Background: an optimization exercise with open tools, aiming at small area and a short achievable clock period. Do not read the settings as production practice.
Only simulation tests tie the RTL to the original design; equivalence was not proved.
Power is estimated from default activity; no workload was simulated.

the reference run:
Design chipInterface, start of the top module:
module chipInterface(
	input logic [17:0] SW,
	input logic [3:1] KEY,
	input logic KEY0,
	input logic CLOCK_50,
	output logic [6:0] HEX0, HEX1, HEX2, HEX3, HEX4, HEX5, HEX6, HEX7,
	output logic [7:0] LEDG,
	output logic [7:0] VGA_R, VGA_G, VGA_B,
	output logic VGA_BLANK_N, VGA_SYNC_N,
	output logic VGA_VS, VGA_HS
);
	logic clk, reset;
	assign clk = CLOCK_50;
	assign reset = ~KEY0;
	function automatic logic [6:0] bcd7(input logic [3:0] bcd);
		logic w, x, y, z;
		{w, x, y, z} = bcd;
		bcd7[6] = ~w&~x&~y | ~w&x&y&z;
		bcd7[5] = w&x | y&z | w&y | ~x&y | ~w&~x&z;
		bcd7[4] = z | w&y | x&~y;
		bcd7[3] = z&w | w&y | x&y&z | x&~y&~z | ~y&z&~x;
		bcd7[2] = w&x | w&y | ~x&y&~z;
		bcd7[1] = w&x | w&y | x&~y&z | x&y&~z;
		bcd7[0] = w&x | w&y | x&~y&~z | ~w&~x&~y&z;
	endfunction
	function automatic logic [6:0] bcd7to4(input logic [2:0] v);
		logic x, y, z;
		{x, y, z} = v;
		bcd7to4 = {~x & ~y, y | z, x | z, x | (z & ~y), y & ~z, 1'b0, x | (z & ~y)};
	endfunction
	function automatic logic [2:0] popc(input logic [3:0] v);
		popc = {2'b0, v[0]} + {2'b0, v[1]} + {2'b0, v[2]} + {2'b0, v[3]};
	endfunction
	logic c1, c2, goNow;
	logic s1, s2, startGameNow;
	logic k1, k2, LSN, GradeItNow;
	logic gamePlaying, resetMaster, GameWon, GameOver, GameWonOut, ready, masterLoaded;
	always_ff @(posedge clk, posedge reset)
		if (reset) begin
			c1 <= 0; c2 <= 0; goNow <= 0;
			s1 <= 0; s2 <= 0; startGameNow <= 0;
			k1 <= 0; k2 <= 0; LSN <= 0; GradeItNow <= 0;
		end
		else begin
			c1 <= ~KEY[1]; c2 <= c1; goNow <= c1 & ~c2;
			s1 <= ~KEY[2]; s2 <= s1; startGameNow <= s1 & ~s2 & ready;
			k1 <= ~KEY[3]; k2 <= k1; LSN <= k1 & ~k2;
			GradeItNow <= k1 & ~k2 & gamePlaying;
		end
	always_ff @(posedge clk, posedge reset)
		if (reset) begin
			gamePlaying <= 0;
			resetMaster <= 0;
			GameWon <= 0;
		end
		else begin
			gamePlaying <= (~gamePlaying & ~resetMaster & startGameNow) | (gamePlaying & ~GameOver);
			resetMaster <= gamePlaying & GameOver;
			GameWon <= (~gamePlaying & ~resetMaster & GameWon) | (resetMaster & GameWonOut);
		end
  ...
export LEC_CHECK = 0
export ABC_AREA = 1
export CAP_MARGIN = 20
export CORE_MARGIN = 2
export CORE_UTILIZATION = 60
export SLEW_MARGIN = 20
create_clock -name core_clock -period 20.0 [get_ports {CLOCK_50}]
standard.sh (not shown) runs the stock make flow with config.mk's settings and CLKGATE_MAP_FILE= SYNTH_SCRIPT=/design/flow/synth_recipe.tcl, a recipe that flattens the netlist after the stock synthesis.
==> flow/flow/run.sh <==
#!/bin/bash
set -euo pipefail
MARGIN=0
CTS="-sink_clustering_enable -repair_clock_nets -buf_list sky130_fd_sc_hd__clkbuf_8 -sink_clustering_size 18 -sink_clustering_max_diameter 60 -dont_use_dummy_load"
bash standard.sh 'BUFFER_PORTS_ARGS=-buffer_cell sky130_fd_sc_hd__buf_1' "CTS_ARGS=$CTS" "SETUP_SLACK_MARGIN=$MARGIN" finish > standard_flow.log 2>&1
Changes in the trial run relative to the reference run:
diff --git a/flow/flow/run.sh b/flow/flow/run.sh
--- a/flow/flow/run.sh
+++ b/flow/flow/run.sh
@@ -3 +3 @@
-MARGIN=0
+MARGIN=11.5
## What came out
Count of clock buffers in the final design in the trial run vs the reference run: down 4.8%
Compared the trial run vs the reference run, and slew at the pin closest to its max-slew limit is up in the trial run.
Status: switching power total parity (the reference run, the trial run)
The trial run finished every step from synthesis to the final layout, and the layout passed the timing, DRC and antenna checks.
The reference run: done, clean on timing, DRC and antenna
In the metrics for the trial run and the reference run, the one carrying the higher global-route usage is the trial run.

[static timing again, ports no longer ideal]
How much do the figures lean on ideal ports? The routed layouts below were timed once more, with nothing changed but the port constraints.
Step 1 sets driving cells, clkbuf_16 on the clock port and buf_2 on the other inputs (assumed; they add their load-dependent delay and slew).
Step 2 moves the port delays by t, midway between the first and last clock arrival at a register: inputs arrive t later, outputs are due t later. That takes back most of the time a late clock gives input paths.
Slacks: ideal / step 1 / step 2; pairs: ideal / step 1.
run | shift t [ns] | setup WS [ns] | hold WS [ns] | latest minus earliest clock arrival (ns)
the reference run | 0.557 | 11.286 / 11.266 / 11.266 | 0.306 / 0.306 / 0.306 | 0.045 / 0.045
the trial run | 0.560 | 11.468 / 11.437 / 11.437 | 0.308 / 0.308 / 0.308 | 0.065 / 0.064
After both steps setup and hold are still met in every run listed. For the trial run, which loses most, drivers alone change the setup slack by -0.031 ns; drivers and shift together by -0.031 ns.
